Background: an optimization exercise with open tools, aiming at small area. Do not read the settings as production practice.
No run shown here included a check of the RTL's function; only the layout flow was run.
Power figures rest on the tool's default switching activity, not on a simulated workload.

==> flow/design.v <==
module fir_filter(
    input              clk,
    input              n_rst,
    input  signed [7:0] din,
    output reg signed [7:0] dout
);
reg [7:0] d0;
reg [7:0] d1;
reg [7:0] d2;
reg [7:0] d3;
reg [7:0] d4;
reg [7:0] d5;
reg [7:0] d6;
reg [7:0] d7;
reg [7:0] d8;
reg [7:0] d9;
reg [7:0] d10;
reg [7:0] d11;
reg [7:0] d12;
reg [7:0] d13;
reg [16:0] m;
wire n1, n2, n3, n4, n5, n6, n7, n8, n9, n10, n11, n12, n13, n14, n15, n16, n17, n18, n19, n20, n21, n22, n23, n24, n25, n26, n27, n28, n29, n30, n31, n32, n33, n34, n35, n36, n37, n38, n39, n40, n41, n42, n43, n44, n45, n46, n47, n48, n49, n50, n51, n52, n53, n54, n55, n56, n57, n58, n59, n60, n61, n62, n63, n64, n65, n66, n67, n68, n69, n70, n71, n72, n73, n74, n75, n76, n77, n78, n79, n80, n81, n82, n83, n84, n85, n86, n87, n88, n89, n90, n91, n92, n93, n94, n95, n96, n97, n98, n99, n100, n101, n102, n103, n104, n105, n106, n107, n108, n109, n110, n111, n112, n113, n114, n115, n116, n117, n118, n119, n120, n121, n122, n123, n124, n125, n126, n127, n128, n129, n130, n131, n132, n133, n134, n135, n136, n137, n138, n139, n140, n141, n142, n143, n144, n145, n146, n147, n148, n149, n150, n151, n152, n153, n154, n155, n156, n157, n158, n159, n160, n161, n162, n163, n164, n165, n166, n167, n168, n169, n170, n171, n172, n173, n174, n175, n176, n177, n178, n179, n180, n181, n182, n183, n184, n185, n186, n187, n188, n189, n190, n191, n192, n193, n194, n195, n196, n197, n198, n199, n200, n201, n202, n203, n204, n205, n206, n207, n208, n209, n210, n211, n212, n213, n214, n215, n216, n217, n218, n219, n220, n221, n222, n223, n224, n225, n226, n227, n228, n229, n230, n231, n232, n233, n234, n235, n236, n237, n238, n239, n240, n241, n242, n243, n244, n245, n246, n247, n248, n249, n250, n251, n252, n253, n254, n255, n256, n257, n258, n259, n260, n261, n262, n263, n264, n265, n266, n267, n268, n269, n270, n271, n272, n273, n274, n275, n276, n277, n278, n279, n280, n281, n282, n283, n284, n285, n286, n287, n288, n289, n290, n291, n292, n293, n294, n295, n296, n297, n298, n299, n300, n301, n302, n303, n304, n305, n306, n307, n308, n309, n310, n311, n312, n313, n314, n315, n316, n317, n318, n319, n320, n321, n322, n323, n324, n325, n326, n327, n328, n329, n330, n331, n332, n333, n334, n335, n336, n337, n338, n339, n340, n341, n342, n343, n344, n345, n347, n349, n351, n353, n355, n357, n359, n361, n363, n364, n365, n366, n367, n368, n369, n370, n371, n372, n373, n374, n375, n376, n377, n378, n379, n380, n381, n382, n383, n384, n385, n386, n387, n388, n389;
assign n1 = ~(d1[0] ^ d13[0]);
assign n2 = d1[0] | d13[0];
assign n3 = d1[1] ^ d13[1] ^ n2;
assign n4 = (d1[1] & d13[1]) | (n2 & (d1[1] ^ d13[1]));
assign n5 = d1[2] ^ d13[2] ^ n4;
assign n6 = (d1[2] & d13[2]) | (n4 & (d1[2] ^ d13[2]));
assign n7 = d1[3] ^ d13[3] ^ n6;
assign n8 = (d1[3] & d13[3]) | (n6 & (d1[3] ^ d13[3]));
assign n9 = d1[4] ^ d13[4] ^ n8;
assign n10 = (d1[4] & d13[4]) | (n8 & (d1[4] ^ d13[4]));
assign n11 = d1[5] ^ d13[5] ^ n10;
assign n12 = (d1[5] & d13[5]) | (n10 & (d1[5] ^ d13[5]));
assign n13 = d1[6] ^ d13[6] ^ n12;
assign n14 = (d1[6] & d13[6]) | (n12 & (d1[6] ^ d13[6]));
assign n15 = d1[7] ^ d13[7] ^ n14;
assign n16 = (d1[7] & d13[7]) | (n14 & (d1[7] ^ d13[7]));
assign n17 = ~(d2[0] ^ d12[0]);
assign n18 = d2[0] | d12[0];
assign n19 = d2[1] ^ d12[1] ^ n18;
assign n20 = (d2[1] & d12[1]) | (n18 & (d2[1] ^ d12[1]));
assign n21 = d2[2] ^ d12[2] ^ n20;
assign n22 = (d2[2] & d12[2]) | (n20 & (d2[2] ^ d12[2]));
assign n23 = d2[3] ^ d12[3] ^ n22;
assign n24 = (d2[3] & d12[3]) | (n22 & (d2[3] ^ d12[3]));
assign n25 = d2[4] ^ d12[4] ^ n24;
assign n26 = (d2[4] & d12[4]) | (n24 & (d2[4] ^ d12[4]));
assign n27 = d2[5] ^ d12[5] ^ n26;
assign n28 = (d2[5] & d12[5]) | (n26 & (d2[5] ^ d12[5]));
assign n29 = d2[6] ^ d12[6] ^ n28;
assign n30 = (d2[6] & d12[6]) | (n28 & (d2[6] ^ d12[6]));
assign n31 = d2[7] ^ d12[7] ^ n30;
assign n32 = (d2[7] & d12[7]) | (n30 & (d2[7] ^ d12[7]));
assign n33 = d4[0] ^ d10[0];
assign n34 = d4[0] & d10[0];
assign n35 = d4[1] ^ d10[1] ^ n34;
assign n36 = (d4[1] & d10[1]) | (n34 & (d4[1] ^ d10[1]));
assign n37 = d4[2] ^ d10[2] ^ n36;
assign n38 = (d4[2] & d10[2]) | (n36 & (d4[2] ^ d10[2]));
assign n39 = d4[3] ^ d10[3] ^ n38;
assign n40 = (d4[3] & d10[3]) | (n38 & (d4[3] ^ d10[3]));
assign n41 = d4[4] ^ d10[4] ^ n40;
assign n42 = (d4[4] & d10[4]) | (n40 & (d4[4] ^ d10[4]));
assign n43 = d4[5] ^ d10[5] ^ n42;
assign n44 = (d4[5] & d10[5]) | (n42 & (d4[5] ^ d10[5]));
assign n45 = d4[6] ^ d10[6] ^ n44;
assign n46 = (d4[6] & d10[6]) | (n44 & (d4[6] ^ d10[6]));
assign n47 = d4[7] ^ d10[7] ^ n46;
assign n48 = (d4[7] & d10[7]) | (n46 & (d4[7] ^ d10[7]));
assign n49 = d5[0] ^ d9[0];
assign n50 = d5[0] & d9[0];
assign n51 = d5[1] ^ d9[1] ^ n50;
assign n52 = (d5[1] & d9[1]) | (n50 & (d5[1] ^ d9[1]));
assign n53 = d5[2] ^ d9[2] ^ n52;
assign n54 = (d5[2] & d9[2]) | (n52 & (d5[2] ^ d9[2]));
assign n55 = d5[3] ^ d9[3] ^ n54;
assign n56 = (d5[3] & d9[3]) | (n54 & (d5[3] ^ d9[3]));
assign n57 = d5[4] ^ d9[4] ^ n56;
assign n58 = (d5[4] & d9[4]) | (n56 & (d5[4] ^ d9[4]));
assign n59 = d5[5] ^ d9[5] ^ n58;
assign n60 = (d5[5] & d9[5]) | (n58 & (d5[5] ^ d9[5]));
assign n61 = d5[6] ^ d9[6] ^ n60;
assign n62 = (d5[6] & d9[6]) | (n60 & (d5[6] ^ d9[6]));
assign n63 = d5[7] ^ d9[7] ^ n62;
assign n64 = (d5[7] & d9[7]) | (n62 & (d5[7] ^ d9[7]));
assign n65 = ~(d6[0] ^ d8[0]);
assign n66 = d6[0] | d8[0];
assign n67 = d6[1] ^ d8[1] ^ n66;
assign n68 = (d6[1] & d8[1]) | (n66 & (d6[1] ^ d8[1]));
assign n69 = d6[2] ^ d8[2] ^ n68;
assign n70 = (d6[2] & d8[2]) | (n68 & (d6[2] ^ d8[2]));
assign n71 = d6[3] ^ d8[3] ^ n70;
assign n72 = (d6[3] & d8[3]) | (n70 & (d6[3] ^ d8[3]));
assign n73 = d6[4] ^ d8[4] ^ n72;
assign n74 = (d6[4] & d8[4]) | (n72 & (d6[4] ^ d8[4]));
assign n75 = d6[5] ^ d8[5] ^ n74;
assign n76 = (d6[5] & d8[5]) | (n74 & (d6[5] ^ d8[5]));
assign n77 = d6[6] ^ d8[6] ^ n76;
assign n78 = (d6[6] & d8[6]) | (n76 & (d6[6] ^ d8[6]));
assign n79 = d6[7] ^ d8[7] ^ n78;
assign n80 = (d6[7] & d8[7]) | (n78 & (d6[7] ^ d8[7]));
assign n81 = ~n1;
assign n82 = ~n3;
assign n83 = ~n5;
assign n84 = ~n7;
assign n85 = ~n9;
assign n86 = ~n11;
assign n87 = ~n13;
assign n88 = ~n15;
assign n89 = ~n16;
assign n90 = ~n17;
assign n91 = ~n19;
assign n92 = ~n21;
assign n93 = ~n23;
assign n94 = ~n25;
assign n95 = ~n27;
assign n96 = ~n29;
assign n97 = ~n31;
assign n98 = ~n32;
assign n99 = ~n65;
assign n100 = ~n67;
assign n101 = ~n69;
assign n102 = ~n71;
assign n103 = ~n73;
assign n104 = ~n75;
assign n105 = ~n77;
assign n106 = ~n79;
assign n107 = ~n80;
assign n108 = ~d7[0];
assign n109 = ~d7[1];
assign n110 = ~d7[2];
assign n111 = ~d7[3];
assign n112 = ~d7[4];
assign n113 = ~d7[5];
assign n114 = ~d7[6];
assign n115 = ~d7[7];
assign n116 = ~(n108 ^ n33);
assign n117 = n108 | n33;
assign n118 = n109 ^ n65 ^ n117;
assign n119 = (n109 & n65) | (n117 & (n109 ^ n65));
assign n120 = n35 ^ n91;
assign n121 = n35 & n91;
assign n122 = n110 ^ n33 ^ n90;
assign n123 = (n110 & n33) | (n90 & (n110 ^ n33));
assign n124 = n67 ^ n122 ^ n119;
assign n125 = (n67 & n122) | (n119 & (n67 ^ n122));
assign n126 = n121 ^ n37 ^ n92;
assign n127 = (n121 & n37) | (n92 & (n121 ^ n37));
assign n128 = n111 ^ n1 ^ n35;
assign n129 = (n111 & n1) | (n35 & (n111 ^ n1));
assign n130 = n123 ^ n91 ^ n69;
assign n131 = (n123 & n91) | (n69 & (n123 ^ n91));
assign n132 = n128 ^ n125 ^ n39;
assign n133 = (n128 & n125) | (n39 & (n128 ^ n125));
assign n134 = n130 ^ n93 ^ n127;
assign n135 = (n130 & n93) | (n127 & (n130 ^ n93));
assign n136 = n112 ^ n49 ^ n90;
assign n137 = (n112 & n49) | (n90 & (n112 ^ n49));
assign n138 = n99 ^ n3 ^ n136;
assign n139 = (n99 & n3) | (n136 & (n99 ^ n3));
assign n140 = n129 ^ n37 ^ n92;
assign n141 = (n129 & n37) | (n92 & (n129 ^ n37));
assign n142 = n138 ^ n71 ^ n131;
assign n143 = (n138 & n71) | (n131 & (n138 ^ n71));
assign n144 = n140 ^ n41 ^ n133;
assign n145 = (n140 & n41) | (n133 & (n140 ^ n41));
assign n146 = n142 ^ n135 ^ n94;
assign n147 = (n142 & n135) | (n94 & (n142 ^ n135));
assign n148 = n113 ^ n33 ^ n81;
assign n149 = (n113 & n33) | (n81 & (n113 ^ n33));
assign n150 = n51 ^ n137 ^ n91;
assign n151 = (n51 & n137) | (n91 & (n51 ^ n137));
assign n152 = n100 ^ n148 ^ n5;
assign n153 = (n100 & n148) | (n5 & (n100 ^ n148));
assign n154 = n139 ^ n150 ^ n39;
assign n155 = (n139 & n150) | (n39 & (n139 ^ n150));
assign n156 = n152 ^ n93 ^ n141;
assign n157 = (n152 & n93) | (n141 & (n152 ^ n93));
assign n158 = n73 ^ n143 ^ n154;
assign n159 = (n73 & n143) | (n154 & (n73 ^ n143));
assign n160 = n156 ^ n43 ^ n145;
assign n161 = (n156 & n43) | (n145 & (n156 ^ n43));
assign n162 = n95 ^ n147 ^ n158;
assign n163 = (n95 & n147) | (n158 & (n95 ^ n147));
assign n164 = n114 ^ n49 ^ n35;
assign n165 = (n114 & n49) | (n35 & (n114 ^ n49));
assign n166 = n149 ^ n82 ^ n53;
assign n167 = (n149 & n82) | (n53 & (n149 ^ n82));
assign n168 = n164 ^ n92 ^ n101;
assign n169 = (n164 & n92) | (n101 & (n164 ^ n92));
assign n170 = n151 ^ n7 ^ n153;
assign n171 = (n151 & n7) | (n153 & (n151 ^ n7));
assign n172 = n166 ^ n168 ^ n41;
assign n173 = (n166 & n168) | (n41 & (n166 ^ n168));
assign n174 = n155 ^ n170 ^ n157;
assign n175 = (n155 & n170) | (n157 & (n155 ^ n170));
assign n176 = n94 ^ n75 ^ n159;
assign n177 = (n94 & n75) | (n159 & (n94 ^ n75));
assign n178 = n172 ^ n174 ^ n45;
assign n179 = (n172 & n174) | (n45 & (n172 ^ n174));
assign n180 = n161 ^ n96 ^ n163;
assign n181 = (n161 & n96) | (n163 & (n161 ^ n96));
assign n182 = n176 ^ n178;
assign n183 = n176 & n178;
assign n184 = ~(d7[0] ^ n115);
assign n185 = d7[0] | n115;
assign n186 = n65 ^ n184 ^ n51;
assign n187 = (n65 & n184) | (n51 & (n65 ^ n184));
assign n188 = n165 ^ n37 ^ n186;
assign n189 = (n165 & n37) | (n186 & (n165 ^ n37));
assign n190 = n83 ^ n55 ^ n167;
assign n191 = (n83 & n55) | (n167 & (n83 ^ n55));
assign n192 = n93 ^ n102 ^ n169;
assign n193 = (n93 & n102) | (n169 & (n93 ^ n102));
assign n194 = n188 ^ n9 ^ n171;
assign n195 = (n188 & n9) | (n171 & (n188 ^ n9));
assign n196 = n190 ^ n192 ^ n43;
assign n197 = (n190 & n192) | (n43 & (n190 ^ n192));
assign n198 = n173 ^ n194 ^ n175;
assign n199 = (n173 & n194) | (n175 & (n173 ^ n194));
assign n200 = n95 ^ n77 ^ n177;
assign n201 = (n95 & n77) | (n177 & (n95 ^ n77));
assign n202 = n196 ^ n198 ^ n47;
assign n203 = (n196 & n198) | (n47 & (n196 ^ n198));
assign n204 = n179 ^ n97 ^ n181;
assign n205 = (n179 & n97) | (n181 & (n179 ^ n97));
assign n206 = n200 ^ n183 ^ n202;
assign n207 = (n200 & n183) | (n202 & (n200 ^ n183));
assign n208 = ~(d7[1] ^ n185);
assign n209 = d7[1] | n185;
assign n210 = n208 ^ n67 ^ n187;
assign n211 = (n208 & n67) | (n187 & (n208 ^ n67));
assign n212 = n53 ^ n39 ^ n210;
assign n213 = (n53 & n39) | (n210 & (n53 ^ n39));
assign n214 = n189 ^ n84 ^ n57;
assign n215 = (n189 & n84) | (n57 & (n189 ^ n84));
assign n216 = n191 ^ n193 ^ n94;
assign n217 = (n191 & n193) | (n94 & (n191 ^ n193));
assign n218 = n103 ^ n212 ^ n11;
assign n219 = (n103 & n212) | (n11 & (n103 ^ n212));
assign n220 = n195 ^ n214 ^ n216;
assign n221 = (n195 & n214) | (n216 & (n195 ^ n214));
assign n222 = n45 ^ n197 ^ n218;
assign n223 = (n45 & n197) | (n218 & (n45 ^ n197));
assign n224 = n199 ^ n96 ^ n220;
assign n225 = (n199 & n96) | (n220 & (n199 ^ n96));
assign n226 = n48 ^ n79 ^ n98;
assign n227 = (n48 & n79) | (n98 & (n48 ^ n79));
assign n228 = n201 ^ n222 ^ n224;
assign n229 = (n201 & n222) | (n224 & (n201 ^ n222));
assign n230 = n203 ^ n226 ^ n205;
assign n231 = (n203 & n226) | (n205 & (n203 ^ n226));
assign n232 = n228 ^ n207;
assign n233 = n228 & n207;
assign n234 = ~(d7[2] ^ n209);
assign n235 = d7[2] | n209;
assign n236 = n234 ^ n69 ^ n211;
assign n237 = (n234 & n69) | (n211 & (n234 ^ n69));
assign n238 = n55 ^ n41 ^ n213;
assign n239 = (n55 & n41) | (n213 & (n55 ^ n41));
assign n240 = n236 ^ n85 ^ n59;
assign n241 = (n236 & n85) | (n59 & (n236 ^ n85));
assign n242 = n215 ^ n95 ^ n104;
assign n243 = (n215 & n95) | (n104 & (n215 ^ n95));
assign n244 = n217 ^ n238 ^ n13;
assign n245 = (n217 & n238) | (n13 & (n217 ^ n238));
assign n246 = n219 ^ n240 ^ n221;
assign n247 = (n219 & n240) | (n221 & (n219 ^ n240));
assign n248 = n242 ^ n80 ^ n47;
assign n249 = (n242 & n80) | (n47 & (n242 ^ n80));
assign n250 = n223 ^ n244 ^ n97;
assign n251 = (n223 & n244) | (n97 & (n223 ^ n244));
assign n252 = n225 ^ n246 ^ n227;
assign n253 = (n225 & n246) | (n227 & (n225 ^ n246));
assign n254 = n248 ^ n250 ^ n229;
assign n255 = (n248 & n250) | (n229 & (n248 ^ n250));
assign n256 = n252 ^ n231 ^ n233;
assign n257 = (n252 & n231) | (n233 & (n252 ^ n231));
assign n258 = d7[3] ^ n235 ^ n71;
assign n259 = (d7[3] & n235) | (n71 & (d7[3] ^ n235));
assign n260 = n237 ^ n57 ^ n258;
assign n261 = (n237 & n57) | (n258 & (n237 ^ n57));
assign n262 = n43 ^ n239 ^ n86;
assign n263 = (n43 & n239) | (n86 & (n43 ^ n239));
assign n264 = n260 ^ n61 ^ n241;
assign n265 = (n260 & n61) | (n241 & (n260 ^ n61));
assign n266 = n96 ^ n105 ^ n243;
assign n267 = (n96 & n105) | (n243 & (n96 ^ n105));
assign n268 = n262 ^ n48 ^ n15;
assign n269 = (n262 & n48) | (n15 & (n262 ^ n48));
assign n270 = n245 ^ n98 ^ n264;
assign n271 = (n245 & n98) | (n264 & (n245 ^ n98));
assign n272 = n247 ^ n266 ^ n249;
assign n273 = (n247 & n266) | (n249 & (n247 ^ n266));
assign n274 = n268 ^ n251 ^ n270;
assign n275 = (n268 & n251) | (n270 & (n268 ^ n251));
assign n276 = n253 ^ n272 ^ n274;
assign n277 = (n253 & n272) | (n274 & (n253 ^ n272));
assign n278 = n255 ^ n257;
assign n279 = n255 & n257;
assign n280 = ~(d7[4] ^ n73);
assign n281 = d7[4] | n73;
assign n282 = n259 ^ n280 ^ n59;
assign n283 = (n259 & n280) | (n59 & (n259 ^ n280));
assign n284 = n261 ^ n45 ^ n282;
assign n285 = (n261 & n45) | (n282 & (n261 ^ n45));
assign n286 = n87 ^ n263 ^ n16;
assign n287 = (n87 & n263) | (n16 & (n87 ^ n263));
assign n288 = n63 ^ n265 ^ n97;
assign n289 = (n63 & n265) | (n97 & (n63 ^ n265));
assign n290 = n106 ^ n267 ^ n284;
assign n291 = (n106 & n267) | (n284 & (n106 ^ n267));
assign n292 = n269 ^ n286 ^ n271;
assign n293 = (n269 & n286) | (n271 & (n269 ^ n286));
assign n294 = n288 ^ n290 ^ n273;
assign n295 = (n288 & n290) | (n273 & (n288 ^ n290));
assign n296 = n292 ^ n275 ^ n294;
assign n297 = (n292 & n275) | (n294 & (n292 ^ n275));
assign n298 = n277 ^ n279;
assign n299 = n277 & n279;
assign n300 = ~(d7[5] ^ n281);
assign n301 = d7[5] | n281;
assign n302 = n75 ^ n300 ^ n61;
assign n303 = (n75 & n300) | (n61 & (n75 ^ n300));
assign n304 = n283 ^ n64 ^ n47;
assign n305 = (n283 & n64) | (n47 & (n283 ^ n64));
assign n306 = n98 ^ n107 ^ n285;
assign n307 = (n98 & n107) | (n285 & (n98 ^ n107));
assign n308 = n302 ^ n88 ^ n287;
assign n309 = (n302 & n88) | (n287 & (n302 ^ n88));
assign n310 = n304 ^ n289 ^ n291;
assign n311 = (n304 & n289) | (n291 & (n304 ^ n289));
assign n312 = n306 ^ n308 ^ n293;
assign n313 = (n306 & n308) | (n293 & (n306 ^ n308));
assign n314 = n310 ^ n295 ^ n312;
assign n315 = (n310 & n295) | (n312 & (n310 ^ n295));
assign n316 = n297 ^ n314;
assign n317 = n297 & n314;
assign n318 = ~(d7[6] ^ n301);
assign n319 = d7[6] | n301;
assign n320 = n318 ^ n77 ^ n48;
assign n321 = (n318 & n77) | (n48 & (n318 ^ n77));
assign n322 = n63 ^ n303 ^ n89;
assign n323 = (n63 & n303) | (n89 & (n63 ^ n303));
assign n324 = n305 ^ n320 ^ n307;
assign n325 = (n305 & n320) | (n307 & (n305 ^ n320));
assign n326 = n322 ^ n309 ^ n324;
assign n327 = (n322 & n309) | (n324 & (n322 ^ n309));
assign n328 = n311 ^ n313 ^ n326;
assign n329 = (n311 & n313) | (n326 & (n311 ^ n313));
assign n330 = n315 ^ n328;
assign n331 = n315 & n328;
assign n332 = ~(d7[7] ^ n319);
assign n333 = d7[7] | n319;
assign n334 = n332 ^ n64 ^ n79;
assign n335 = (n332 & n64) | (n79 & (n332 ^ n64));
assign n336 = n321 ^ n323 ^ n334;
assign n337 = (n321 & n323) | (n334 & (n321 ^ n323));
assign n338 = n325 ^ n336 ^ n327;
assign n339 = (n325 & n336) | (n327 & (n325 ^ n336));
assign n340 = n329 ^ n338;
assign n341 = n329 & n338;
assign n342 = n333 ^ n80 ^ n335;
assign n343 = (n333 & n80) | (n335 & (n333 ^ n80));
assign n344 = n342 ^ n337 ^ n339;
assign n345 = (n342 & n337) | (n339 & (n342 ^ n337));
assign n347 = n90 & n116;
assign n349 = (n347 & n118) | (n120 & (n347 ^ n118));
assign n351 = (n124 & n349) | (n126 & (n124 ^ n349));
assign n353 = (n132 & n134) | (n351 & (n132 ^ n134));
assign n355 = (n144 & n353) | (n146 & (n144 ^ n353));
assign n357 = (n160 & n355) | (n162 & (n160 ^ n355));
assign n359 = (n180 & n357) | (n182 & (n180 ^ n357));
assign n361 = (n204 & n359) | (n206 & (n204 ^ n359));
assign n363 = (n230 & n232) | (n361 & (n230 ^ n232));
assign n364 = m[0] ^ m[1] ^ m[2];
assign n365 = (m[0] & m[1]) | (m[2] & (m[0] ^ m[1]));
assign n366 = m[3] ^ m[4] ^ n365;
assign n367 = (m[3] & m[4]) | (n365 & (m[3] ^ m[4]));
assign n368 = m[5] ^ m[6] ^ n367;
assign n369 = (m[5] & m[6]) | (n367 & (m[5] ^ m[6]));
assign n370 = m[7] ^ m[8] ^ n369;
assign n371 = (m[7] & m[8]) | (n369 & (m[7] ^ m[8]));
assign n372 = m[9] ^ m[10] ^ n371;
assign n373 = (m[9] & m[10]) | (n371 & (m[9] ^ m[10]));
assign n374 = m[11] ^ m[12] ^ n373;
assign n375 = (m[11] & m[12]) | (n373 & (m[11] ^ m[12]));
assign n376 = m[13] ^ m[14] ^ n375;
assign n377 = (m[13] & m[14]) | (n375 & (m[13] ^ m[14]));
assign n378 = m[15] ^ m[16] ^ n377;
assign n379 = (m[15] & m[16]) | (n377 & (m[15] ^ m[16]));
assign n380 = ~n379;
assign n381 = n380 ^ n378;
assign n382 = n381 ? n378 : n366;
assign n383 = n381 ? n378 : n368;
assign n384 = n381 ? n378 : n370;
assign n385 = n381 ? n378 : n372;
assign n386 = n381 ? n378 : n374;
assign n387 = n381 ? n378 : n376;
assign n388 = n381 | n364;
assign n389 = ~din[7];
always @(posedge clk or negedge n_rst) begin
    if (!n_rst) begin
        d0 <= 8'h80;
        d1 <= 8'h80;
        d2 <= 8'h80;
        d3 <= 8'h80;
        d4 <= 8'h80;
        d5 <= 8'h80;
        d6 <= 8'h80;
        d7 <= 8'h80;
        d8 <= 8'h80;
        d9 <= 8'h80;
        d10 <= 8'h80;
        d11 <= 8'h80;
        d12 <= 8'h80;
        d13 <= 8'h80;
        m <= 17'h18000;
        dout <= 8'sd0;
    end else begin
        d0[0] <= din[0];
        d0[1] <= din[1];
        d0[2] <= din[2];
        d0[3] <= din[3];
        d0[4] <= din[4];
        d0[5] <= din[5];
        d0[6] <= din[6];
        d0[7] <= n389;
        d1[0] <= d0[0];
        d1[1] <= d0[1];
        d1[2] <= d0[2];
        d1[3] <= d0[3];
        d1[4] <= d0[4];
        d1[5] <= d0[5];
        d1[6] <= d0[6];
        d1[7] <= d0[7];
        d2[0] <= d1[0];
        d2[1] <= d1[1];
        d2[2] <= d1[2];
        d2[3] <= d1[3];
        d2[4] <= d1[4];
        d2[5] <= d1[5];
        d2[6] <= d1[6];
        d2[7] <= d1[7];
        d3[0] <= d2[0];
        d3[1] <= d2[1];
        d3[2] <= d2[2];
        d3[3] <= d2[3];
        d3[4] <= d2[4];
        d3[5] <= d2[5];
        d3[6] <= d2[6];
        d3[7] <= d2[7];
        d4[0] <= d3[0];
        d4[1] <= d3[1];
        d4[2] <= d3[2];
        d4[3] <= d3[3];
        d4[4] <= d3[4];
        d4[5] <= d3[5];
        d4[6] <= d3[6];
        d4[7] <= d3[7];
        d5[0] <= d4[0];
        d5[1] <= d4[1];
        d5[2] <= d4[2];
        d5[3] <= d4[3];
        d5[4] <= d4[4];
        d5[5] <= d4[5];
        d5[6] <= d4[6];
        d5[7] <= d4[7];
        d6[0] <= d5[0];
        d6[1] <= d5[1];
        d6[2] <= d5[2];
        d6[3] <= d5[3];
        d6[4] <= d5[4];
        d6[5] <= d5[5];
        d6[6] <= d5[6];
        d6[7] <= d5[7];
        d7[0] <= d6[0];
        d7[1] <= d6[1];
        d7[2] <= d6[2];
        d7[3] <= d6[3];
        d7[4] <= d6[4];
        d7[5] <= d6[5];
        d7[6] <= d6[6];
        d7[7] <= d6[7];
        d8[0] <= d7[0];
        d8[1] <= d7[1];
        d8[2] <= d7[2];
        d8[3] <= d7[3];
        d8[4] <= d7[4];
        d8[5] <= d7[5];
        d8[6] <= d7[6];
        d8[7] <= d7[7];
        d9[0] <= d8[0];
        d9[1] <= d8[1];
        d9[2] <= d8[2];
        d9[3] <= d8[3];
        d9[4] <= d8[4];
        d9[5] <= d8[5];
        d9[6] <= d8[6];
        d9[7] <= d8[7];
        d10[0] <= d9[0];
        d10[1] <= d9[1];
        d10[2] <= d9[2];
        d10[3] <= d9[3];
        d10[4] <= d9[4];
        d10[5] <= d9[5];
        d10[6] <= d9[6];
        d10[7] <= d9[7];
        d11[0] <= d10[0];
        d11[1] <= d10[1];
        d11[2] <= d10[2];
        d11[3] <= d10[3];
        d11[4] <= d10[4];
        d11[5] <= d10[5];
        d11[6] <= d10[6];
        d11[7] <= d10[7];
        d12[0] <= d11[0];
        d12[1] <= d11[1];
        d12[2] <= d11[2];
        d12[3] <= d11[3];
        d12[4] <= d11[4];
        d12[5] <= d11[5];
        d12[6] <= d11[6];
        d12[7] <= d11[7];
        d13[0] <= d12[0];
        d13[1] <= d12[1];
        d13[2] <= d12[2];
        d13[3] <= d12[3];
        d13[4] <= d12[4];
        d13[5] <= d12[5];
        d13[6] <= d12[6];
        d13[7] <= d12[7];
        m[0] <= n254;
        m[1] <= n256;
        m[2] <= n363;
        m[3] <= n276;
        m[4] <= n278;
        m[5] <= n296;
        m[6] <= n298;
        m[7] <= n299;
        m[8] <= n316;
        m[9] <= n317;
        m[10] <= n330;
        m[11] <= n331;
        m[12] <= n340;
        m[13] <= n341;
        m[14] <= n344;
        m[15] <= n343;
        m[16] <= n345;
        dout[0] <= n388;
        dout[1] <= n382;
        dout[2] <= n383;
        dout[3] <= n384;
        dout[4] <= n385;
        dout[5] <= n386;
        dout[6] <= n387;
        dout[7] <= n380;
    end
end
endmodule
==> flow/flow/run.sh <==
#!/bin/bash
# Own layout flow: the standard synthesis (unchanged) fixes the registers;
# its combinational logic is then replaced by the equivalent hand-built
# full-adder netlist from gen4.py, and the standard ORFS flow lays it out.
set -uo pipefail
HERE=$(pwd)
RES=$HERE/orfs/results/$FLOW_PLATFORM/fir_filter/base
bash standard.sh synth > synth_std.log 2>&1 || { echo "standard synthesis failed"; exit 1; }
cp $RES/1_2_yosys.v std_synth.v
python3 flow/gen4.py flow/spec.json gen_rtl.v own_net.v > gen.log 2>&1
if python3 flow/inject.py std_synth.v own_net.v injected.v > inject.log 2>&1; then
  cp injected.v $RES/1_2_yosys.v
  rm -f $RES/1_synth.odb $RES/1_synth.sdc
  bash standard.sh synth > synth_odb.log 2>&1 || { echo "odb from injected netlist failed"; exit 1; }
else
  echo "register mismatch, keeping the standard netlist" | tee -a inject.log
fi
# clock tree: no dummy balancing loads, small clock buffers
export CTS_ARGS="-sink_clustering_enable -repair_clock_nets -dont_use_dummy_load -root_buf sky130_fd_sc_hd__clkbuf_8 -buf_list sky130_fd_sc_hd__clkbuf_4"
bash standard.sh > layout.log 2>&1
==> flow/flow/gen4.py <==
#!/usr/bin/env python3
"""Generator for fir_filter (13-tap symmetric FIR, sky130hd).

Writes two files describing the same circuit:
  * rtl  : plain Verilog (registers + assign statements), the version's RTL
  * net  : the same logic as sky130_fd_sc_hd cells (full/half adders etc.)

Structure (two pipeline stages after the sample delay line):
  d0..d13 : sample delay line, d0 = newest sample. Bit 7 of every sample
            register holds the inverted sign bit, so sample value
            x = {~r[7], r[6:0]} - 128 (reset value of r[7] is 1 -> x = 0).
  stage 1 : S = sum c[k] * d[k+1] (k = 0..12) built as a carry-save tree of
            full adders; columns 0..8 are summed completely, columns 9..17
            are kept as (up to) two rows in registers ma / mb.
  stage 2 : dout <= sat((ma + mb) >> 0)  (the rows hold S[17:9])
"""
import sys, json

AREA = {"fa_1": 20.0192, "ha_1": 12.512, "maj3_1": 10.0096, "and2_1": 6.256,
        "xor2_1": 8.7584, "xnor2_1": 8.7584, "or2_1": 6.256, "inv_1": 3.7536,
        "mux2_1": 11.2608, "dfrtp_1": 25.024, "conb_1": 3.7536, "nor2_1": 3.7536,
        "nand2_1": 3.7536, "dfstp_1": 26.2752, "a21oi_1": 5.0048, "o21ai_0": 5.0048,
        "mux2i_1": 10.0096, "xnor3_1": 22.5216, "xor3_1": 23.7728}
DLY = {"fa_s": 0.45, "fa_c": 0.38, "ha_s": 0.28, "ha_c": 0.20, "g": 0.12, "x2": 0.25, "o2": 0.20}
W = 18
CLKQ = 0.35

class Bit:
    __slots__ = ("net", "neg", "t")
    def __init__(s, net, neg=False, t=CLKQ):
        s.net, s.neg, s.t = net, neg, t

# cell functions as verilog expressions (for the RTL)
FUN = {
    "fa_1":   {"SUM": "{A} ^ {B} ^ {CIN}", "COUT": "({A} & {B}) | ({CIN} & ({A} ^ {B}))"},
    "ha_1":   {"SUM": "{A} ^ {B}", "COUT": "{A} & {B}"},
    "maj3_1": {"X": "({A} & {B}) | ({C} & ({A} ^ {B}))"},
    "and2_1": {"X": "{A} & {B}"},
    "or2_1":  {"X": "{A} | {B}"},
    "xor2_1": {"X": "{A} ^ {B}"},
    "xnor2_1": {"Y": "~({A} ^ {B})"},
    "inv_1":  {"Y": "~{A}"},
    "mux2_1": {"X": "{S} ? {A1} : {A0}"},
}
OUTS = {"SUM", "COUT", "X", "Y", "HI", "LO", "Q"}

class Builder:
    def __init__(s, spec):
        s.spec = spec
        s.cells = []
        s.n = 0
        s.K = 0
    def new(s):
        s.n += 1; return f"n{s.n}"
    def cell(s, typ, pins):
        s.cells.append([typ, pins])
    def fa(s, a, b, c):
        xs = [a, b, c]
        ks = [x for x in xs if x.net == "1'b1"]
        if ks:
            assert len(ks) == 1
            o = [x for x in xs if x.net != "1'b1"]
            return s.fa1(o[0], o[1])
        so, co = s.new(), s.new()
        s.cell("fa_1", {"A": a.net, "B": b.net, "CIN": c.net, "SUM": so, "COUT": co})
        t = max(a.t, b.t, c.t)
        return Bit(so, a.neg, t + DLY["fa_s"]), Bit(co, a.neg, t + DLY["fa_c"])
    def ha(s, a, b):
        if b.net == "1'b1": a, b = b, a
        if a.net == "1'b1":
            assert b.net != "1'b1"
            return s.inv(b), b
        so, co = s.new(), s.new()
        s.cell("ha_1", {"A": a.net, "B": b.net, "SUM": so, "COUT": co})
        t = max(a.t, b.t)
        return Bit(so, a.neg, t + DLY["ha_s"]), Bit(co, a.neg, t + DLY["ha_c"])
    def inv(s, a):
        y = s.new(); s.cell("inv_1", {"A": a.net, "Y": y})
        return Bit(y, a.neg, a.t + DLY["g"])
    def fa1(s, a, b):
        so, co = s.new(), s.new()
        s.cell("xnor2_1", {"A": a.net, "B": b.net, "Y": so})
        s.cell("or2_1", {"A": a.net, "B": b.net, "X": co})
        t = max(a.t, b.t)
        return Bit(so, False, t + DLY["x2"]), Bit(co, False, t + DLY["o2"])

    def ripple(s, bits_a, bits_b, lo, hi):
        """unsigned ripple add of positive bits in positions lo..hi (dicts pos->Bit);
        returns dict pos->Bit incl. carry at hi+1"""
        out = {}; c = None
        for p in range(lo, hi + 1):
            xs = [x for x in (bits_a.get(p), bits_b.get(p), c) if x is not None]
            if len(xs) == 3: sm, c = s.fa(*xs)
            elif len(xs) == 2: sm, c = s.ha(*xs)
            elif len(xs) == 1: sm, c = xs[0], None
            else: sm, c = None, None
            if sm is not None: out[p] = sm
        if c is not None: out[hi + 1] = c
        return out

    def ripple_cin(s, bits_a, bits_b, lo, hi):
        """ripple add with a carry-in of 1 at position lo"""
        out = {}; c = Bit("1'b1", False, 0.0)
        for p in range(lo, hi + 1):
            xs = [x for x in (bits_a.get(p), bits_b.get(p), c) if x is not None]
            if len(xs) == 3: sm, c = s.fa(*xs)
            elif len(xs) == 2: sm, c = s.ha(*xs)
            elif len(xs) == 1: sm, c = xs[0], None
            else: sm, c = None, None
            if sm is not None: out[p] = sm
        if c is not None: out[hi + 1] = c
        return out

    def column(s, p, cols, target):
        """reduce column p to `target` positive bits; carries to p+1"""
        col = cols.get(p, [])
        nxt = cols.setdefault(p + 1, [])
        while True:
            pos = sorted([b for b in col if not b.neg], key=lambda b: b.t)
            neg = sorted([b for b in col if b.neg], key=lambda b: b.t)
            if not neg and len(pos) <= target: break
            cand = []
            if len(neg) >= 3: cand.append((neg[2].t, "n"))
            if len(pos) >= 3 and (len(pos) + len(neg) > target + 1 or neg): cand.append((pos[2].t, "p"))
            if cand:
                cand.sort()
                grp = neg[:3] if cand[0][1] == "n" else pos[:3]
                for b in grp: col.remove(b)
                sm, cy = s.fa(*grp)
                col.append(sm); nxt.append(cy)
            elif neg:
                b = neg[0]; col.remove(b)
                nb = s.inv(b); nb.neg = False
                col.append(nb); s.K -= 1 << p
            elif len(pos) > target:
                if p in s.kbits:
                    s.kbits.discard(p)
                    sm, cy = s.fa1(pos[0], pos[1])
                else:
                    sm, cy = s.ha(pos[0], pos[1])
                col.remove(pos[0]); col.remove(pos[1]); col.append(sm); nxt.append(cy)
            else:
                break
        if p in s.kbits:
            s.kbits.discard(p)
            pos = sorted(col, key=lambda b: b.t)
            if s.spec.get("const_late") == 2:
                col.append(Bit("1'b1", False, 0.0))
            elif len(pos) == 0:
                col.append(Bit("1'b1", False, 0.0))
            elif len(pos) == 1:
                b = pos[0]; col.remove(b); col.append(s.inv(b)); nxt.append(b)
            else:
                sm, cy = s.fa1(pos[0], pos[1]); col.remove(pos[0]); col.remove(pos[1])
                col.append(sm); nxt.append(cy)
        cols[p] = col
        return col

    def build(s):
        spec = s.spec
        nodes = {}
        # sample j as unsigned {~s, x[6:0]}, value = u - 128
        for j in range(1, 14):
            nodes[f"x{j}"] = ({i: Bit(f"d{j}[{i}]") for i in range(8)}, -128)
        for name, (a, b), chunks, *popt in spec["pre"]:
            popt = popt[0] if popt else {}
            va, ka = nodes[a]; vb, kb = nodes[b]
            cins = popt.get("cin", [])   # chunk starts that take a carry-in of 1
            out = {}; extra = []
            lo = 0
            for hi in chunks:
                if lo in cins:
                    va = dict(va); va.setdefault(-1, None)
                    r = s.ripple_cin(va, vb, lo, hi)
                    ka -= 1 << lo
                else:
                    r = s.ripple(va, vb, lo, hi)
                for p, x in r.items():
                    if p in out: extra.append((p, x))
                    else: out[p] = x
                lo = hi + 1
            nodes[name] = (out, ka + kb, extra)
        cols = {}
        comp = {}
        def cbit(x):
            if x.net not in comp: comp[x.net] = s.inv(x)
            return comp[x.net]
        for nd, coef in spec["out"]:
            v = nodes[nd]
            vec, k = v[0], v[1]
            extra = v[2] if len(v) > 2 else []
            sh = abs(coef).bit_length() - 1
            assert abs(coef) == 1 << sh
            neg = coef < 0
            for p, x in list(vec.items()) + extra:
                if p + sh >= W: continue
                if neg:   # -b = ~b - 1
                    cols.setdefault(p + sh, []).append(cbit(x))
                    s.K -= 1 << (p + sh)
                else:
                    cols.setdefault(p + sh, []).append(x)
            s.K += coef * k
        # inversions of leftover negative bits (see column()) depend only on
        # the negative bit counts: account for them in K up front
        nn = {p: sum(1 for x in c if x.neg) for p, c in cols.items()}
        for p in range(W):
            n = nn.get(p, 0); f = 0
            while n >= 3: n -= 2; f += 1
            nn[p + 1] = nn.get(p + 1, 0) + f
            s.K -= n << p
        s.K %= 1 << W
        s.kbits = {p for p in range(W) if (s.K >> p) & 1}
        if not spec.get("const_late", False):
            for p in s.kbits:
                cols.setdefault(p, []).append(Bit("1'b1", False, 0.0))
            s.kbits = set()
        s.Kpre = s.K; s.K = 0; s.Kinv = sum(0 for _ in ())
        s.rows = {}
        for p in range(W):
            tgt = 1 if p == W - 1 else 2
            s.column(p, cols, tgt)
        cols.pop(W, None)
        # carry of the low columns 0..8 into column 9 (only the carry is used)
        for p in range(9):
            col = cols.get(p, [])
            while len(col) >= 2:
                col.sort(key=lambda b: b.t)
                if len(col) >= 3:
                    sm, cy = s.fa(col[0], col[1], col[2]); col = col[3:] + [sm]
                else:
                    sm, cy = s.ha(col[0], col[1]); col = [sm]
                cols.setdefault(p + 1, []).append(cy)
            cols[p] = col
        # stage-1 carry-propagate where the bits are early enough: each
        # column so resolved needs one register instead of two
        bud = spec.get("res_budget", 0.0)
        for p in range(9, W):
            col = sorted(cols.get(p, []), key=lambda b: b.t)
            while len(col) >= 2:
                if len(col) >= 3:
                    t = col[2].t + DLY["fa_s"]
                    if t > bud: break
                    sm, cy = s.fa(col[0], col[1], col[2]); col = col[3:]
                else:
                    t = col[1].t + DLY["ha_s"]
                    if t > bud: break
                    sm, cy = s.ha(col[0], col[1]); col = col[2:]
                col.append(sm); col.sort(key=lambda b: b.t)
                if p + 1 < W: cols.setdefault(p + 1, []).append(cy)
            cols[p] = col
        for p in range(9, W):
            s.rows[p] = cols[p]
        return s

def stage2(b):
    """mid registers -> ripple -> sat -> dout"""
    mid = []   # (regname, src Bit, col)
    rows = b.rows
    cnt = {}
    for p in range(9, W):
        for x in rows[p]:
            mid.append((None, x, p))
    k = 0
    for i, (nm, x, p) in enumerate(mid):
        if x.net != "1'b1":
            mid[i] = (f"m[{k}]", x, p); k += 1
    # stage 2 ripple over registered bits
    cols = {}
    for nm, x, p in mid:
        cols.setdefault(p, []).append(Bit("1'b1", False, 0.0) if x.net == "1'b1" else Bit(nm, False, CLKQ))
    C = sum(1 << p for nm, x, p in mid if x.net == "1'b1")
    mid = [m for m in mid if m[1].net != "1'b1"]
    # reset values of the mid registers: their weighted sum plus the
    # constants must be 0 mod 2^W (S = 0 while the state is cleared)
    T = (-C) % (1 << W)
    best = None
    n = len(mid)
    import itertools
    # greedy over columns with carry: choose per column how many bits are set
    bycol = {}
    for i, (nm, x, p) in enumerate(mid): bycol.setdefault(p, []).append(i)
    def dfs(p, carry, chosen):
        nonlocal best
        if p == W:
            if best is None or len(chosen) < len(best): best = list(chosen)
            return
        idx = bycol.get(p, [])
        for k in range(len(idx) + 1):
            tot = carry + k
            if (tot & 1) != ((T >> p) & 1): continue
            dfs(p + 1, tot >> 1, chosen + idx[:k])
    dfs(9, 0, [])
    assert best is not None, "no reset encoding"
    b.setregs = set(mid[i][0] for i in best)
    S = {}
    for p in range(9, W):
        col = cols.get(p, [])
        while len(col) >= 2:
            col.sort(key=lambda x: x.t)
            if len(col) >= 3:
                sm, cy = b.fa(col[0], col[1], col[2]); col = col[3:] + [sm]
            else:
                if p == W - 1 and "1'b1" in (col[0].net, col[1].net):
                    sm = b.inv([x for x in col if x.net != "1'b1"][0]); cy = None
                else:
                    sm, cy = b.ha(col[0], col[1])
                col = [sm]
            if p + 1 < W and cy is not None: cols.setdefault(p + 1, []).append(cy)
        if not col: raise RuntimeError("empty column")
        S[p] = col[0]
    sb = lambda p: S[p].net
    ovf = b.new(); b.cell("xor2_1", {"A": sb(17), "B": sb(16), "X": ovf})
    dn = [None] * 8
    dn[7] = sb(17)
    for i in range(1, 7):
        y = b.new(); b.cell("mux2_1", {"A0": sb(9 + i), "A1": sb(16), "S": ovf, "X": y}); dn[i] = y
    y = b.new(); b.cell("or2_1", {"A": ovf, "B": sb(9), "X": y}); dn[0] = y
    # registers: (cell, regbit name, D net, reset value)
    regs = []
    for j in range(14):
        for i in range(8):
            if j == 0:
                src = "din[7]" if i == 7 else f"din[{i}]"
            else:
                src = f"d{j-1}[{i}]"
            regs.append(("dfstp_1" if i == 7 else "dfrtp_1", f"d{j}[{i}]", src))
    for nm, x, p in mid:
        regs.append(("dfstp_1" if nm in b.setregs else "dfrtp_1", nm, x.net))
    for i in range(8):
        regs.append(("dfrtp_1", f"dout[{i}]", dn[i]))
    # din[7] must be inverted into d0[7]
    y = b.new(); b.cell("inv_1", {"A": "din[7]", "Y": y})
    regs = [(c, r, (y if r == "d0[7]" else d)) for c, r, d in regs]
    prune(b, set(r[2] for r in regs))
    return regs, mid

def prune(b, roots):
    changed = True
    while changed:
        changed = False
        used = set(roots)
        for typ, pins in b.cells:
            for p, n in pins.items():
                if p not in OUTS: used.add(n)
        new = []
        for c in b.cells:
            typ, pins = c
            outs = [p for p in pins if p in OUTS]
            live = [p for p in outs if pins[p] in used]
            if not live:
                changed = True; continue
            if typ == "fa_1" and live == ["COUT"]:
                c[0] = "maj3_1"; c[1] = {"A": pins["A"], "B": pins["B"], "C": pins["CIN"], "X": pins["COUT"]}; changed = True
            elif typ == "ha_1" and live == ["COUT"]:
                c[0] = "and2_1"; c[1] = {"A": pins["A"], "B": pins["B"], "X": pins["COUT"]}; changed = True
            elif typ == "ha_1" and live == ["SUM"]:
                c[0] = "xor2_1"; c[1] = {"A": pins["A"], "B": pins["B"], "X": pins["SUM"]}; changed = True
            elif typ == "xnor2_1" and False:
                pass
            new.append(c)
        b.cells = new

def regs_decl(regs):
    """group register bits by vector name -> width"""
    vec = {}
    for c, r, d in regs:
        nm, idx = r[:-1].split("[")
        vec.setdefault(nm, []).append(int(idx))
    return {k: max(v) + 1 for k, v in vec.items()}

def vnet(n):
    # nets named like d3[2], m0[4] are register outputs (vectors)
    return n

def write_rtl(b, regs, path, header):
    L = [header.rstrip(), "module fir_filter(",
         "    input              clk,",
         "    input              n_rst,",
         "    input  signed [7:0] din,",
         "    output reg signed [7:0] dout",
         ");", ""]
    vec = regs_decl(regs)
    for nm, w in vec.items():
        if nm == "dout": continue
        L.append(f"reg [{w-1}:0] {nm};")
    nets = sorted({n for typ, pins in b.cells for p, n in pins.items() if p in OUTS},
                  key=lambda n: int(n[1:]))
    L.append("wire " + ", ".join(nets) + ";")
    L.append("")
    for typ, pins in b.cells:
        for op, expr in FUN[typ].items():
            if op in pins:
                L.append(f"assign {pins[op]} = " + expr.format(**pins) + ";")
    L.append("")
    L.append("always @(posedge clk or negedge n_rst) begin")
    L.append("    if (!n_rst) begin")
    for nm, w in vec.items():
        rv = 0
        for c, r, d in regs:
            rn, idx = r[:-1].split("[")
            if rn == nm and c == "dfstp_1": rv |= 1 << int(idx)
        L.append(f"        {nm} <= {w}'h{rv:x};" if nm != "dout" else f"        dout <= 8'sd0;")
    L.append("    end else begin")
    for c, r, d in regs:
        L.append(f"        {r} <= {d};")
    L.append("    end")
    L.append("end")
    L.append("")
    L.append("endmodule")
    open(path, "w").write("\n".join(L) + "\n")

def esc(n):
    if "[" in n and not n.startswith(("din[", "dout[")):
        return "\\" + n + " "
    return n

def write_net(b, regs, path):
    L = ["module fir_filter(clk, n_rst, din, dout);",
         "  input clk;", "  input n_rst;", "  input [7:0] din;", "  output [7:0] dout;"]
    wires = set()
    for typ, pins in b.cells:
        wires |= set(pins.values())
    for c, r, d in regs: wires.add(r); wires.add(d)
    wires.discard("1'b1")
    for w in sorted(wires):
        if w.startswith(("din[", "dout[")): continue
        L.append(f"  wire {esc(w)};")
    for i, (typ, pins) in enumerate(b.cells):
        ps = ", ".join(f".{p}({esc(n)})" for p, n in pins.items())
        L.append(f"  sky130_fd_sc_hd__{typ} g{i} ({ps});")
    for c, r, d in regs:
        rst = "SET_B" if c == "dfstp_1" else "RESET_B"
        L.append(f"  sky130_fd_sc_hd__{c} \\{r}$_DFF_PN{'1' if c == 'dfstp_1' else '0'}_  (.CLK(clk), .D({esc(d)}), .Q({esc(r)}), .{rst}(n_rst));")
    L.append("endmodule")
    open(path, "w").write("\n".join(L) + "\n")

def area(b, regs):
    comb = sum(AREA[c[0]] for c in b.cells)
    return comb, comb + sum(AREA[r[0]] for r in regs)

if __name__ == "__main__":
    spec = json.load(open(sys.argv[1]))
    b = Builder(spec).build()
    regs, mid = stage2(b)
    from collections import Counter
    cnt = Counter(c[0] for c in b.cells)
    comb, tot = area(b, regs)
    print(f"regs {len(regs)} mid {len(mid)} comb {comb:.1f} total {tot:.1f} "
          f"mid_t {max(x.t for _, x, _ in mid):.2f}", dict(cnt), file=sys.stderr)
    if len(sys.argv) > 3:
        write_rtl(b, regs, sys.argv[2], open(sys.argv[4]).read() if len(sys.argv) > 4 else "")
        write_net(b, regs, sys.argv[3])
==> flow/flow/inject.py <==
#!/usr/bin/env python3
"""Swap the combinational logic of the standard synthesis netlist for the
hand-built cell netlist made by gen4.py, keeping the standard synthesis's
registers: same instance names, same cell types, same count.

usage: inject.py STD_NETLIST OWN_NETLIST OUT_NETLIST
Exits non-zero (and writes nothing) if the registers do not match.
"""
import re, sys

FF = re.compile(r'^\s*sky130_fd_sc_hd__(df\w+)\s+\\(\S+)\$_DFF_(\w+)_\s*\(', re.M)

def regs(path):
    txt = open(path).read()
    out = {}
    for typ, bit, kind in FF.findall(txt):
        out[bit] = (typ, kind)
    return txt, out

std_txt, std = regs(sys.argv[1])
own_txt, own = regs(sys.argv[2])
base = lambda t: t.rsplit("_", 1)[0]
ok = True
if set(std) != set(own):
    print("register sets differ:", sorted(set(std) ^ set(own))[:20]); ok = False
for bit in set(std) & set(own):
    if base(std[bit][0]) != base(own[bit][0]) or std[bit][1] != own[bit][1]:
        print("register type differs:", bit, std[bit], own[bit]); ok = False
if not ok:
    sys.exit(1)

def fix(m):
    typ, bit, kind = m.group(1), m.group(2), m.group(3)
    styp, skind = std[bit]
    return m.group(0).replace("sky130_fd_sc_hd__" + typ, "sky130_fd_sc_hd__" + styp, 1)
out = FF.sub(fix, own_txt)
open(sys.argv[3], "w").write(out)
print(f"injected netlist with {len(std)} registers")
==> flow/flow/spec.json <==
{"pre": [["q0", ["x1", "x13"], [7], {"cin": [0]}], ["q1", ["x2", "x12"], [7], {"cin": [0]}], ["q3", ["x4", "x10"], [7]], ["q4", ["x5", "x9"], [7]], ["q5", ["x6", "x8"], [7], {"cin": [0]}]], "out": [["q0", -32], ["q0", 8], ["q1", -16], ["q1", -4], ["q1", -1], ["q3", 32], ["q3", 4], ["q3", 1], ["q4", 64], ["q4", 16], ["q5", 128], ["q5", -16], ["q5", 2], ["x7", 128], ["x7", -1]]}
==> flow/standard.sh <==
#!/bin/bash
# synth_recipe.tcl (not shown) runs the flow's synth.tcl, then flattens the netlist and writes it again
# the make line also repeats each setting of config.mk as NAME=value (left out here)
make -C /OpenROAD-flow-scripts/flow DESIGN_CONFIG=/design/flow/config.mk WORK_HOME=/design/flow/orfs CLKGATE_MAP_FILE= SYNTH_SCRIPT=/design/flow/synth_recipe.tcl "${@:-finish}"
==> flow/config.mk <==
export PLATFORM = sky130hd
export DESIGN_NAME = fir_filter
export DESIGN_NICKNAME = fir_filter
export VERILOG_FILES = /design/flow/design.v
export SDC_FILE = /design/flow/constraint.sdc
export NUM_CORES = 4
export LEC_CHECK = 0
export CAP_MARGIN = 20
export CORE_MARGIN = 2
export CORE_UTILIZATION = 70
export SLEW_MARGIN = 20
==> flow/constraint.sdc <==
create_clock -name core_clock -period 6.0 [get_ports {clk}]
set_input_delay 1.2000 -clock core_clock [delete_from_list [all_inputs] [get_ports {clk}]]
set_output_delay 1.2000 -clock core_clock [all_outputs]
set_load 0.01 [all_outputs]
==> tab_implementation.tex, run 1 <==
\begin{tabular}{lr}
\hline
Metric & Value \\
\hline
\multicolumn{2}{l}{\textbf{Route}} \\
\quad Number of nets with antenna violations after detailed routing & 0 \\
\quad Number of design rule violations left after detail routing & 0 \\
\quad Via-per-instance ratio & 5.32 \\
\quad Number of vias after detailed routing & 2834 \\
\quad Routed wire length & 10500 um \\
\quad First-pass iteration count of the detailed router & 4 \\
\quad Routed wirelength normalized by instance count & 19.7 um \\
\quad Iteration-0 DRC count of the detailed router & 90 \\
\multicolumn{2}{l}{\textbf{STA}} \\
\quad Fin. max-slew vios & 0 \\
\quad Hold violation total from the final report & 0 \\
\quad Worst Tran Pin Value & 0.806 ns \\
\quad Clock Skew & 0.0419 ns \\
\quad Worst Hold Slack & 0.348 ns \\
\quad Final sum of negative setup slack & 0 ns \\
\quad RSZ-0062 raised after global routing & false \\
\quad Maximum clock frequency & 172 MHz \\
\quad Final worst path period share & 0.968 \\
\quad Slew Limit Headroom & 0.463 \\
\quad Final worst path period need & 5.81 ns \\
\quad Final setup violation count & 0 \\
\quad Crit path setup slack, layout & 0.193 ns \\
\multicolumn{2}{l}{\textbf{CTS}} \\
\quad Insertion delay to the later sink of the worst-skew pair & 0.41 ns \\
\quad Clock sinks & 137 \\
\quad Post-CTS setup buffer count & 0 \\
\quad TritonCTS buffer count & 17 \\
\quad Clock slew at the register clock pins of the worst setup and hold paths & 0.12 ns \\
\quad Hold buffer count at CTS & 0 \\
\quad H-tree lvl count & 4 \\
\quad Cell at the root of the clock tree & clkbuf\_8 \\
\quad Buffer levels on the longest clock path & 2 \\
\quad CTS tree & yes \\
\multicolumn{2}{l}{\textbf{Flow run}} \\
\quad Number of maximum-capacitance constraint violations & 0 \\
\multicolumn{2}{l}{\textbf{Worst setup path}} \\
\quad Worst Path Class, Setup & reg -> reg \\
\quad Nature of the critical path startpoint & register \\
\quad Kind of end point of the critical path & register \\
\quad Crit path arrival time & 6.06 ns \\
\quad Register-to-register path setup slack & 0.19 ns \\
\quad Worst setup path startpoint & d9[0]\$\_DFF\_PN0\_ \\
\quad CP Data Required Time & 6.25 ns \\
\quad Critical register-to-register path startpoint & d9[0]\$\_DFF\_PN0\_ \\
\quad Critical path peak fanout & 2 \\
\multicolumn{2}{l}{\textbf{Finish}} \\
\quad Share of final-layout standard cells stronger than drive strength 1 & 0.0900 \\
\quad Diode insertion count for antenna repair & 0 \\
\quad Post-route cell area & 7370 um\^{}2 \\
\quad Net total in the final layout & 564 \\
\quad Layout-stage area growth over the synthesis result & 6.99\% \\
\quad Final instance count without filler cells & 533 \\
\quad Leading cell type in the layout, fill and taps excluded & fa\_1 \\
\quad Utilization after layout & 0.761 \\
\quad Most used cells in the layout excluding fill and tap cells & fa\_1 (141), dfrtp\_1 (121), inv\_1 (37) \\
\multicolumn{2}{l}{\textbf{Die}} \\
\quad Initial core utilization & 0.711 \\
\quad Number of rows in the core area & 36 \\
\quad Die extent in x & 103 um \\
\quad Die Footprint & 10700 um\^{}2 \\
\quad Vert. Die Dim & 103 um \\
\quad Top-level I/O count & 18 \\
\quad Core Region & 9680 um\^{}2 \\
\multicolumn{2}{l}{\textbf{Power}} \\
\quad Cell Pwr Density & 592 nW/um\^{}2 \\
\quad Design Power & 4.36 mW \\
\quad Static leakage & 3.14 nW \\
\quad Highest ir drop seen on vdd & 0.495 mV \\
\multicolumn{2}{l}{\textbf{Run status}} \\
\quad Result of the run & no timing/DRC/antenna violations \\
\multicolumn{2}{l}{\textbf{Place}} \\
\quad Last weighted congestion value of the routability-driven placer & 0.882 \\
\quad Standard cell area after detailed placement & 7230 um\^{}2 \\
\quad Number of instances in the placed design & 516 \\
\quad Total of buffers placed on input and output ports & 17 \\
\quad Worst slack, placed & 0.199 ns \\
\quad HPWL reported at the end of detailed placement & 8890 um \\
\multicolumn{2}{l}{\textbf{Min path}} \\
\quad Hold path startpoint & d11[3]\$\_DFF\_PN0\_ \\
\quad Worst hold path class & reg -> reg \\
\multicolumn{2}{l}{\textbf{Synth}} \\
\quad Post-synthesis cell count & 365 \\
\quad Total number of yosys warnings & 1 \\
\quad Mean cell area of the mapped netlist & 18.9 um\^{}2 \\
\quad Netlist area before placement & 6890 um\^{}2 \\
\quad Syn nets & 527 \\
\multicolumn{2}{l}{\textbf{Global route}} \\
\quad Pin count of the biggest net entering global routing & 96 \\
\quad Overall fraction of global-route tracks in use & 0.237 \\
\quad Number of global-route vias before repair & 3340 \\
\quad Number of antenna violations at the first check in global routing & 0 \\
\quad Global-route congestion overflow total & 0 \\
\quad Global-route wire length before repair & 17200 um \\
\hline
\end{tabular}
[repair_timing]
item / CTS / global route
setup endpoints to repair: 0 / 2
resized for setup: 0 / 1
endpoints found under the hold margin: 0 / 0
[flip-flops by register name, indices dropped and copies added, names as in the netlist]
register,count
m,17
d0,8
d10,8
d11,8
d12,8
d13,8
d1,8
d2,8
d3,8
d4,8
d5,8
d6,8
d7,8
d8,8
d9,8
dout,8
[cell type report]
class,instances,area (um^2)
timing repair buffer,18,179
clock buffer,17,134
inverter,37,139
fill,561,2310
sequential,137,3450
multi-input combinational,191,3300
tap,133,166
[worst paths after layout]
check,end,depth (start not counted)
min reg2reg,d12[3]$_DFF_PN0_,0
max reg2reg,m[10]$_DFF_PN0_,13
max,m[10]$_DFF_PN0_,13
min in group asynchronous,m[7]$_DFF_PN0_,1
max in group asynchronous,d5[0]$_DFF_PN0_,2
min,d12[3]$_DFF_PN0_,0
[report_power, final]
group | internal [mW] | switching, mW
clock network | 0.139 | 0.251
logic | 1.39 | 1.37
registers | 1.14 | 0.0668
total | 2.67 | 1.69
[critical path, stage by stage, from the launching register on]
cell and delay (ns):
dfrtp_1 0.41, ha_1 0.20, fa_1 0.37, fa_1 0.40
fa_1 0.39, fa_1 0.41, fa_1 0.58, fa_1 0.45
fa_1 0.39, fa_1 0.39, fa_1 0.46, fa_1 0.51
fa_1 0.41, ha_1 0.29
[routing by layer]
| layer | track usage | up-vias | part of all wire |
|---|---|---|---|
| li1 | - | 1169 | - |
| met1 | 0.380 | 1593 | 0.47 |
| met2 | 0.329 | 60 | 0.47 |
| met3 | 0.0632 | 12 | 0.050 |
| met4 | 0.0820 | 0 | 0.016 |
| met5 | 0 | - | 0 |
==> run 2: changes to the inputs <==
--- a/flow/flow/run.sh
+++ b/flow/flow/run.sh
@@ -17,4 +17,4 @@
 fi
 # clock tree: no dummy balancing loads, small clock buffers
-export CTS_ARGS="-sink_clustering_enable -repair_clock_nets -dont_use_dummy_load -root_buf sky130_fd_sc_hd__clkbuf_8 -buf_list sky130_fd_sc_hd__clkbuf_4"
+export CTS_ARGS="-sink_clustering_enable -repair_clock_nets -dont_use_dummy_load -buf_list sky130_fd_sc_hd__clkbuf_8"
 bash standard.sh > layout.log 2>&1
==> run 2 against run 1 <==
  * Combinational power about the same
  * Critical path type unchanged
  * Wire length grew 1.0%
  * Clock-buffer cell count unchanged
  * Final cell count stayed put
  * Register-to-register slack about the same
  * Critical path depth is the same
  * Synthesized cell count unchanged
  * Via count grew 0.21%
  * Largest power group unchanged
  * Sequential share of layout area shrank 0.63 points
  * Die area unchanged
  * Clock power is 35% higher
  * Non-clock buffer count did not move
==> tab_implementation.tex, run 2 <==
\begin{tabular}{lr}
\hline
Metric & Value \\
\hline
\multicolumn{2}{l}{\textbf{STA}} \\
\quad Hold violation total from the final report & 0 \\
\quad Fin. max-slew vios & 0 \\
\quad Final worst path period need & 5.81 ns \\
\quad Clock Skew & 0.0282 ns \\
\quad Worst Tran Pin Value & 0.814 ns \\
\quad Final sum of negative setup slack & 0 ns \\
\quad RSZ-0062 raised after global routing & false \\
\quad Final setup violation count & 0 \\
\quad Final worst path period share & 0.968 \\
\quad Worst Hold Slack & 0.350 ns \\
\quad Slew Limit Headroom & 0.458 \\
\quad Maximum clock frequency & 172 MHz \\
\multicolumn{2}{l}{\textbf{Synth}} \\
\quad Mean cell area of the mapped netlist & 18.9 um\^{}2 \\
\quad Total number of yosys warnings & 1 \\
\quad Post-synthesis cell count & 365 \\
\quad Syn nets & 527 \\
\quad Netlist area before placement & 6890 um\^{}2 \\
\multicolumn{2}{l}{\textbf{Place}} \\
\quad Last weighted congestion value of the routability-driven placer & 0.882 \\
\quad Number of instances in the placed design & 516 \\
\quad Total of buffers placed on input and output ports & 17 \\
\quad HPWL reported at the end of detailed placement & 8890 um \\
\multicolumn{2}{l}{\textbf{Finish}} \\
\quad Number of fill cells & 546 \\
\quad Net total in the final layout & 564 \\
\quad Max FFs per register & 17 \\
\quad Largest register by flop count & m \\
\quad Diode insertion count for antenna repair & 0 \\
\quad Utilization after layout & 0.771 \\
\quad Share of final-layout standard cells stronger than drive strength 1 & 0.0900 \\
\quad Most used cells in the layout excluding fill and tap cells & fa\_1 (141), dfrtp\_1 (121), inv\_1 (37) \\
\quad Leading cell type in the layout, fill and taps excluded & fa\_1 \\
\quad Layout-stage area growth over the synthesis result & 8.45\% \\
\quad Final instance count without filler cells & 533 \\
\multicolumn{2}{l}{\textbf{Route}} \\
\quad Iteration-0 DRC count of the detailed router & 143 \\
\quad Number of design rule violations left after detail routing & 0 \\
\quad First-pass iteration count of the detailed router & 4 \\
\quad Via-per-instance ratio & 5.33 \\
\quad Number of vias after detailed routing & 2840 \\
\quad Routed wirelength normalized by instance count & 19.9 um \\
\quad Routed wire length & 10600 um \\
\quad Number of nets with antenna violations after detailed routing & 0 \\
\multicolumn{2}{l}{\textbf{Global route}} \\
\quad Overall fraction of global-route tracks in use & 0.239 \\
\quad Number of global-route vias before repair & 3358 \\
\quad Global-route wire length before repair & 17300 um \\
\quad Pin count of the biggest net entering global routing & 96 \\
\quad Number of antenna violations at the first check in global routing & 0 \\
\quad Global-route congestion overflow total & 0 \\
\multicolumn{2}{l}{\textbf{Power}} \\
\quad Static leakage & 3.18 nW \\
\quad Highest ir drop seen on vdd & 0.494 mV \\
\quad Cell Pwr Density & 601 nW/um\^{}2 \\
\quad Design Power & 4.49 mW \\
\multicolumn{2}{l}{\textbf{Worst setup path}} \\
\quad Register-to-register path setup slack & 0.19 ns \\
\quad Critical path buffer and inverter count & 0 \\
\quad Nature of the critical path startpoint & register \\
\quad Slowest Stage Delay on Critical Path & 0.58 ns \\
\quad Worst Reg-to-Reg Cells & 13 \\
\quad Crit path arrival time & 6.09 ns \\
\quad CP dominant cell by count & fa\_1 \\
\quad Worst Path Class, Setup & reg -> reg \\
\quad Gate family responsible for the most delay along the worst path & adder cells \\
\quad Critical path peak fanout & 2 \\
\quad Critical path's slowest cell & fa\_1 \\
\quad Critical register-to-register path startpoint & d9[0]\$\_DFF\_PN0\_ \\
\quad Worst reg2reg endpoint & m[14]\$\_DFF\_PN0\_ \\
\quad CP Data Required Time & 6.28 ns \\
\quad Sequence of cells on the critical path & ha\_1, fa\_1, fa\_1, fa\_1, fa\_1, fa\_1, fa\_1, fa\_1, fa\_1, fa\_1, fa\_1, fa\_1, fa\_1 \\
\quad Kind of end point of the critical path & register \\
\multicolumn{2}{l}{\textbf{Min path}} \\
\quad Worst hold path class & reg -> reg \\
\quad Hold path startpoint & d0[6]\$\_DFF\_PN0\_ \\
\quad Worst min-delay path endpoint & d1[6]\$\_DFF\_PN0\_ \\
\quad Hold Path Cell Cnt & 0 \\
\multicolumn{2}{l}{\textbf{CTS}} \\
\quad Clock sinks & 137 \\
\quad CTS tree & yes \\
\quad Post-CTS setup buffer count & 0 \\
\quad H-tree lvl count & 4 \\
\quad Insertion delay to the later sink of the worst-skew pair & 0.43 ns \\
\quad Hold buffer count at CTS & 0 \\
\quad Buffer levels on the longest clock path & 2 \\
\quad Cell at the root of the clock tree & clkbuf\_8 \\
\quad TritonCTS buffer count & 17 \\
\quad Clock slew at the register clock pins of the worst setup and hold paths & 0.07 ns \\
\multicolumn{2}{l}{\textbf{Die}} \\
\quad Number of rows in the core area & 36 \\
\quad Initial core utilization & 0.711 \\
\quad Core Region & 9680 um\^{}2 \\
\quad Top-level I/O count & 18 \\
\quad Die Footprint & 10700 um\^{}2 \\
\quad Vert. Die Dim & 103 um \\
\quad Die extent in x & 103 um \\
\multicolumn{2}{l}{\textbf{Flow run}} \\
\quad Number of maximum-capacitance constraint violations & 0 \\
\multicolumn{2}{l}{\textbf{Run status}} \\
\quad Result of the run & no timing/DRC/antenna violations \\
\hline
\end{tabular}
[run 2: stage by stage]
| stage | setup WS [ns] | area [um^2] |
|---|---|---|
| finish | 0.194 | 7470 |
| global route | 0.0264 | 7470 |
| CTS | 0.167 | 7470 |
| detailed placement | 0.199 | 7230 |
| global placement | 0.257 | 7230 |
| floorplan | 0.441 | 6890 |
[run 2: report_power, final]
group	switching, mW	leakage, nW	internal (mW)
clock	0.277	0.122	0.249
combinational	1.37	1.48	1.39
sequential	0.0670	1.58	1.14
total	1.71	3.18	2.78
[run 2: repair_timing]
action	4_1_cts	5_1_grt
setup endpoints to repair	0	1
gates resized for setup	0	1
endpoints found under the hold margin	0	0
[run 2: area by class of cell]
class / count / area, um^2 / area share
timing repair buffer: 18 / 179 / 0.0239
tap: 133 / 166 / 0.0223
multi-input combinational: 191 / 3300 / 0.442
sequential: 137 / 3450 / 0.462
clock buffer: 17 / 234 / 0.0313
inverter: 37 / 139 / 0.0186
[run 2: worst max-delay path by stage]
stage,endpoint,start,cells after the start
2_1_floorplan,m[14]$_DFF_PN0_,d4[0]$_DFF_PN0_,13
3_3_place_gp,m[14]$_DFF_PN0_,d4[0]$_DFF_PN0_,13
3_5_place_dp,m[14]$_DFF_PN0_,d4[0]$_DFF_PN0_,13
4_1_cts,m[8]$_DFF_PN0_,d1[0]$_DFF_PN0_,13
5_1_grt,m[14]$_DFF_PN0_,d4[0]$_DFF_PN0_,13
6_report,m[14]$_DFF_PN0_,d9[0]$_DFF_PN0_,13
[run 2: routing by layer]
| metal | wire [um] | vias up | global-route usage |
|---|---|---|---|
| met4 | 140 | 0 | 0.0759 |
| met1 | 4950 | 1609 | 0.379 |
| li1 | - | 1158 | - |
| met3 | 561 | 12 | 0.0753 |
| met2 | 4930 | 61 | 0.332 |
| met5 | 0 | - | 0 |

[static timing again, ports no longer ideal]
The results above use ideal ports. As a check the final layouts listed here were re-extracted and re-timed, cells and wires unchanged. Step 1 assumes that a clkbuf_16 drives the clock port and a buf_2 every other input. Step 2 times the ports against the registers' clock, not the clock port: input delays grow and output delays shrink by t, the midpoint of the rising clock arrivals with the driver on. a / b / c = ideal / step 1 / step 2; a / b = the first two.
run | shift t [ns] | slack for setup (ns) | worst setup path at the end | slew at the worst register clock pin (ns) | worst data-port slew with drivers (ns)
run 1 | 0.420 | 0.193 / 0.193 / 0.193 | register to register | 0.12 / 0.12 | 0.04
run 2 | 0.448 | 0.194 / 0.194 / 0.194 | register to register | 0.08 / 0.08 | 0.04
After both steps every run listed still meets setup and hold.
